Background: an optimization exercise with open tools, aiming at small area. Do not read the settings as production practice. Only simulation tests tie the RTL to the original design; equivalence was not proved. The flow treats the clock pin as an ideal source, which a real chip does not have. Power and IR drop assume default switching activity.

==> flow/design.v (excerpt) <==
module xst(
	input		clk_i,
	input		reset_i,
	input		rxd_i,
	input	[63:0]	dat_i,
	input		txreg_we_i,
	input		txregr_we_i,
	input		txreg_oe_i,
	input		txregr_oe_i,
	input	[15:0]	txbaud_i,
	input	[5:0]	bits_i,
	output		txd_o,
	output reg	txc_o,
	output		idle_o,
	output reg [15:0] brg_o,
	output reg [5:0] bits_o,
	output	[63:0]	dat_o
);
Size in the first run: about 390 cells after synthesis, roughly 180 I/O pins, about 0.0040 mm^2 of cells after synthesis.
Settings: LEC_CHECK=0, ABC_AREA=1, CAP_MARGIN=20, CORE_MARGIN=2, CORE_UTILIZATION=65, PLACE_DENSITY=0.8, SLEW_MARGIN=20; clock period 5.0 ns.
standard.sh (not shown) runs the stock make flow with config.mk's settings and CLKGATE_MAP_FILE= SYNTH_SCRIPT=/design/flow/synth_recipe.tcl, a recipe that flattens the netlist after the stock synthesis.
==> flow/flow/run.sh <==
#!/bin/bash
# Own layout flow: the standard synthesis, then the logic replaced by a hand-mapped netlist
# that keeps the standard synthesis's flip-flops (same instance names and cell type), then the standard flow's
# standard layout with the smallest plain buffer on each port, a leaner clock tree, and clock
# buffers shrunk where the clock slew allows.
set -euo pipefail
W=$PWD
F=$W/flow
R=$W/orfs/results/$FLOW_PLATFORM/xst/base
# 1. standard synthesis, unchanged
bash standard.sh synth > synth.log 2>&1
cp $R/1_2_yosys.v $W/standard_synth.v
# 2. hand-mapped logic around the standard flip-flops
python3 $F/handmap.py $W/standard_synth.v $W/hand.v > handmap.log 2>&1
cp $W/hand.v $R/1_2_yosys.v
rm -f $R/1_synth.odb $R/1_synth.sdc
# 3. the standard layout up to clock tree synthesis
export BUFFER_PORTS_ARGS="-buffer_cell sky130_fd_sc_hd__buf_1"
if [[ -f $F/cts_args ]]; then export CTS_ARGS="$(cat $F/cts_args)"; fi
bash standard.sh cts > layout_cts.log 2>&1
# 4. shrink clock buffers where the slew allows
CLKDOWN_RESULTS=$R CLKDOWN_LIMIT=0.110 openroad -no_init -exit $F/clkdown.tcl > clkdown.log 2>&1
cp $R/4_1_cts.odb $R/4_cts.odb
# 5. the rest of the standard layout
bash standard.sh > layout.log 2>&1
==> flow/flow/clkdown.tcl <==
set P $::env(FLOW_HOME)/platforms/$::env(FLOW_PLATFORM)
set R $::env(CLKDOWN_RESULTS)
read_liberty $P/lib/sky130_fd_sc_hd__tt_025C_1v80.lib
read_db $R/4_1_cts.odb
read_sdc $R/4_cts.sdc
source $P/setRC.tcl
set_propagated_clock [all_clocks]
proc worst_clk_slew {} {
  estimate_parasitics -placement
  set worst 0
  foreach pin [get_pins -hierarchical */CLK] {
    set s [get_property $pin slew_max]
    if {$s > $worst} { set worst $s }
  }
  return $worst
}
puts "clock slew before: [worst_clk_slew]"
set limit $::env(CLKDOWN_LIMIT)
foreach inst [get_cells clkbuf_*] {
  set old [get_property [get_property $inst liberty_cell] name]
  if {$old eq "sky130_fd_sc_hd__clkbuf_4"} continue
  replace_cell $inst sky130_fd_sc_hd__clkbuf_4
  set w [worst_clk_slew]
  if {$w > $limit} {
    replace_cell $inst $old
    puts "[get_full_name $inst]: keep $old ($w)"
  } else {
    puts "[get_full_name $inst]: clkbuf_4 ($w)"
  }
}
puts "clock slew after: [worst_clk_slew]"
check_placement -verbose
report_clock_skew
report_checks -path_delay min_max -format end -group_path_count 3
write_db $R/4_1_cts.odb
==> flow/flow/handmap.py <==
#!/usr/bin/env python3
"""Write a hand-mapped sky130hd netlist of xst (the logic of rtl/xst.v, gate by gate).

usage: handmap.py STANDARD_NETLIST OUT
The flip-flops keep the instance names the standard synthesis gave them (found by the net on
their Q pin); the script fails if any expected flip-flop is missing there."""
import re
import sys

std = open(sys.argv[1]).read()
flops = {}
for name, body in re.findall(r'sky130_fd_sc_hd__dfxtp_1\s+(\S+)\s*\((.*?)\);', std, re.S):
    pins = {p: v.strip() for p, v in re.findall(r'\.(\w+)\(([^)]*)\)', body)}
    flops[pins['Q'].lstrip('\\').strip()] = name

cells = []
wires = set()
n = [0]


def w(name):
    wires.add(name)
    return name


def cell(typ, out, **pins):
    n[0] += 1
    conns = ', '.join(f'.{p}({v})' for p, v in pins.items())
    cells.append(f'  sky130_fd_sc_hd__{typ} h{n[0]} ({conns}, {out});')


def g(typ, y, **pins):
    cell(typ, f'.Y({y})', **pins)


def gx(typ, x, **pins):
    cell(typ, f'.X({x})', **pins)


used = set()


def ff(q, qnet, d):
    inst = flops[q]
    used.add(q)
    cells.append(f'  sky130_fd_sc_hd__dfxtp_1 {inst} (.CLK(clk_i), .D({d}), .Q({qnet}));')


def srn(i):
    return f'srn_{i}'


g('inv_2', w('rstn'), A='reset_i')
g('nor2_1', w('ld_n'), A='txreg_we_i', B='txregr_we_i')
g('nand2b_1', w('sel_dn'), A_N='reset_i', B='txreg_we_i')
g('inv_2', w('sel_d'), A='sel_dn')
g('nor2_1', w('rw_n'), A='reset_i', B='txreg_we_i')
g('nand2_1', w('sel_rn'), A='rw_n', B='txregr_we_i')
g('inv_2', w('sel_r'), A='sel_rn')
g('inv_2', w('oen'), A='txreg_oe_i')
g('inv_2', w('roen'), A='txregr_oe_i')
g('inv_1', w('srn_64'), A='rxd_i')
g('inv_1', 'txd_o', A=srn(0))

# bit counter: idle
g('nor3_1', w('bz_lo'), A='bits_o[0]', B='bits_o[1]', C='bits_o[2]')
g('nor3_1', w('bz_hi'), A='bits_o[3]', B='bits_o[4]', C='bits_o[5]')
gx('and2_0', 'idle_o', A='bz_lo', B='bz_hi')

# bit-rate counter borrow chain: t[k] = active & brg[k-1:0] == 0, kept as t or ~t by parity
# even k: tn_k = ~t[k]; odd k: t_k = t[k]
prev = 'idle_o'
for k in range(16):
    b = f'brg_o[{k}]'
    if k % 2 == 0:
        g('xnor2_1', w(f'by_{k}'), A=b, B=prev)
        g('nor2_1', w(f't_{k+1}'), A=prev, B=b)
        prev = f't_{k+1}'
    else:
        gx('xor2_1', w(f'by_{k}'), A=b, B=prev)
        g('nand2b_1', w(f'tn_{k+1}'), A_N=b, B=prev)
        prev = f'tn_{k+1}'
# prev = tn_16 = ~sh
g('nor2b_1', w('sh_only'), A='tn_16', B_N='ld_n')    # shift, no load
g('inv_2', w('shn'), A='sh_only')                     # 0: shift
gx('and2_0', w('hold'), A='ld_n', B='tn_16')          # hold (no load, no shift)
g('inv_4', w('hldn'), A='hold')                       # 0: hold
g('nor2_2', w('brg_ld'), A='reset_i', B='hold')
g('nor2_2', w('brg_kp'), A='reset_i', B='hldn')
for k in range(16):
    gx('a22o_1', w(f'brg_d_{k}'), A1='brg_ld', A2=f'txbaud_i[{k}]', B1='brg_kp', B2=f'by_{k}')
    ff(f'brg_o[{k}]', f'brg_o[{k}]', f'brg_d_{k}')

# bit counter: borrow chain started by sh
prev = 'tn_16'
for k in range(6):
    b = f'bits_o[{k}]'
    if k % 2 == 0:
        g('xnor2_1', w(f'uy_{k}'), A=b, B=prev)
        if k < 5:
            g('nor2_1', w(f'u_{k+1}'), A=prev, B=b)
            prev = f'u_{k+1}'
    else:
        gx('xor2_1', w(f'uy_{k}'), A=b, B=prev)
        if k < 5:
            g('nand2b_1', w(f'un_{k+1}'), A_N=b, B=prev)
            prev = f'un_{k+1}'
g('nor2_1', w('bits_ld'), A='reset_i', B='ld_n')
g('nor2b_1', w('bits_kp'), A='reset_i', B_N='ld_n')
for k in range(6):
    gx('a22o_1', w(f'bits_d_{k}'), A1='bits_ld', A2=f'bits_i[{k}]', B1='bits_kp', B2=f'uy_{k}')
    ff(f'bits_o[{k}]', f'bits_o[{k}]', f'bits_d_{k}')

# half-bit compare: brg_o == {1'b0, txbaud_i[15:1]}
for k in range(15):
    gx('xor2_1', w(f'ne_{k}'), A=f'brg_o[{k}]', B=f'txbaud_i[{k+1}]')
g('nor4_1', w('eq_0'), A='ne_0', B='ne_1', C='ne_2', D='ne_3')
g('nor4_1', w('eq_1'), A='ne_4', B='ne_5', C='ne_6', D='ne_7')
g('nor4_1', w('eq_2'), A='ne_8', B='ne_9', C='ne_10', D='ne_11')
g('nor4_1', w('eq_3'), A='ne_12', B='ne_13', C='ne_14', D='brg_o[15]')
gx('and4_1', w('half'), A='eq_0', B='eq_1', C='eq_2', D='eq_3')

# txc
g('nor2_1', w('b12z'), A='bits_o[1]', B='bits_o[2]')
g('nand3_1', w('onen'), A='bits_o[0]', B='b12z', C='bz_hi')   # bits_o != 1
g('mux2i_1', w('txc_mn'), A0='onen', A1='txc_o', S='tn_16')    # ~(sh ? bits_o != 1 : txc_o)
g('a211oi_1', w('txc_d'), A1='ld_n', A2='txc_mn', B1='half', C1='reset_i')
ff('txc_o', 'txc_o', 'txc_d')

# shift register, kept inverted
for i in range(64):
    w(srn(i))
    g('o221ai_1', w(f'x_{i}'), A1='shn', A2=srn(i + 1), B1='hldn', B2=srn(i), C1='rstn')
    g('a221oi_1', w(f'sr_d_{i}'), A1='sel_d', A2=f'dat_i[{i}]', B1='sel_r', B2=f'dat_i[{63 - i}]', C1=f'x_{i}')
    ff(f'srn[{i}]', srn(i), f'sr_d_{i}')
    g('o22ai_1', f'dat_o[{i}]', A1='oen', A2=srn(i), B1='roen', B2=srn(63 - i))

missing = set(flops) - used
if missing or len(used) != 87:
    sys.exit(f'flip-flops not matched: {sorted(missing)} / used {len(used)}')

out = ['module xst(clk_i, reset_i, rxd_i, dat_i, txreg_we_i, txregr_we_i, txreg_oe_i, txregr_oe_i,'
       ' txbaud_i, bits_i, txd_o, txc_o, idle_o, brg_o, bits_o, dat_o);',
       '  input clk_i; input reset_i; input rxd_i; input [63:0] dat_i;',
       '  input txreg_we_i; input txregr_we_i; input txreg_oe_i; input txregr_oe_i;',
       '  input [15:0] txbaud_i; input [5:0] bits_i;',
       '  output txd_o; output txc_o; output idle_o; output [15:0] brg_o; output [5:0] bits_o;',
       '  output [63:0] dat_o;']
out += [f'  wire {x};' for x in sorted(wires)]
out += cells
out.append('endmodule')
open(sys.argv[2], 'w').write('\n'.join(out) + '\n')
Other scripts of this flow, unchanged in this note and not shown: flow/flow/cts_args
The first run passed the timing, DRC and antenna checks.
Rerun with:
--- a/flow/config.mk
+++ b/flow/config.mk
@@ -11,2 +11,2 @@
-export CORE_UTILIZATION = 65
-export PLACE_DENSITY = 0.8
+export CORE_UTILIZATION = 70
+export PLACE_DENSITY = 0.85
Outcome:
- The changed run finished with negative setup slack left
- count of clock-buffer cells in the layout does not change
- hold slack gains 25 ps
- via count came out higher by about 12%
- power came out higher by 3.9%
- setup slack gets worse by 730 ps
- global-route usage came out higher by 8.8 points
Rerun with:
--- a/flow/flow/handmap.py
+++ b/flow/flow/handmap.py
@@ -88,2 +88,2 @@
-g('nor2_2', w('brg_ld'), A='reset_i', B='hold')
-g('nor2_2', w('brg_kp'), A='reset_i', B='hldn')
+g('nor2_1', w('brg_ld'), A='reset_i', B='hold')
+g('nor2_1', w('brg_kp'), A='reset_i', B='hldn')
--- a/flow/config.mk
+++ b/flow/config.mk
@@ -11,2 +11,2 @@
-export CORE_UTILIZATION = 70
-export PLACE_DENSITY = 0.85
+export CORE_UTILIZATION = 65
+export PLACE_DENSITY = 0.8
Outcome: With this change the flow finished clean. Maximum frequency rose by 12%. Final cell count went up by 1.1%. Clock-buffer cell count stays the same.
Rerun with:
--- a/flow/flow/run.sh
+++ b/flow/flow/run.sh
@@ -4,2 +4 @@
-# standard layout with the smallest plain buffer on each port, a leaner clock tree, and clock
-# buffers shrunk where the clock slew allows.
+# standard layout with the smallest plain buffer on each port and a leaner clock tree.
@@ -17 +16 @@
-# 3. the standard layout up to clock tree synthesis
+# 3. the rest of the standard layout
@@ -20,5 +18,0 @@
-bash standard.sh cts > layout_cts.log 2>&1
-# 4. shrink clock buffers where the slew allows
-CLKDOWN_RESULTS=$R CLKDOWN_LIMIT=0.110 openroad -no_init -exit $F/clkdown.tcl > clkdown.log 2>&1
-cp $R/4_1_cts.odb $R/4_cts.odb
-# 5. the rest of the standard layout
--- a/flow/flow/handmap.py
+++ b/flow/flow/handmap.py
@@ -87,3 +87,3 @@
-g('inv_4', w('hldn'), A='hold')                       # 0: hold
-g('nor2_1', w('brg_ld'), A='reset_i', B='hold')
-g('nor2_1', w('brg_kp'), A='reset_i', B='hldn')
+g('inv_2', w('hldn'), A='hold')                       # 0: hold
+g('nor2_2', w('brg_ld'), A='reset_i', B='hold')
+g('nor2_2', w('brg_kp'), A='reset_i', B='hldn')
removed: flow/flow/clkdown.tcl
Result: Total power rises by 2.5%; first-iteration DRC count rose by 38%; combinational power came out lower by about 1%; worst hold slack loses 8.3 ps; cell count fell by 0.61%.

## port drivers added, routing unchanged
How much do the figures lean on ideal ports? The routed layouts below were timed once more, with nothing changed but the port constraints.
Step 1 (the two cells are an assumption about what drives the block):
set clk [get_ports {clk_i}]
set_driving_cell -lib_cell sky130_fd_sc_hd__clkbuf_16 $clk
set_driving_cell -lib_cell sky130_fd_sc_hd__buf_2 [delete_from_list [all_inputs] $clk]
Step 2 also shifts input and output timing later by t, the mid clock arrival at the registers, as if the neighbouring blocks saw the same clock.
a / b / c = ideal / step 1 / step 2; a / b = the first two.
run	shift t [ns]	setup WS [ns]	worst hold slack (ns)	cell pins on the clock port's net
the first run	0.430	0.414 / 0.414 / 0.414	0.586 / 0.586 / 0.586	1
the second run	0.454	-0.313 / -0.313 / -0.313	0.611 / 0.611 / 0.611	1
the third run	0.449	0.276 / 0.276 / 0.276	0.613 / 0.613 / 0.613	1
the fourth run	0.372	0.480 / 0.480 / 0.480	0.605 / 0.605 / 0.605	1
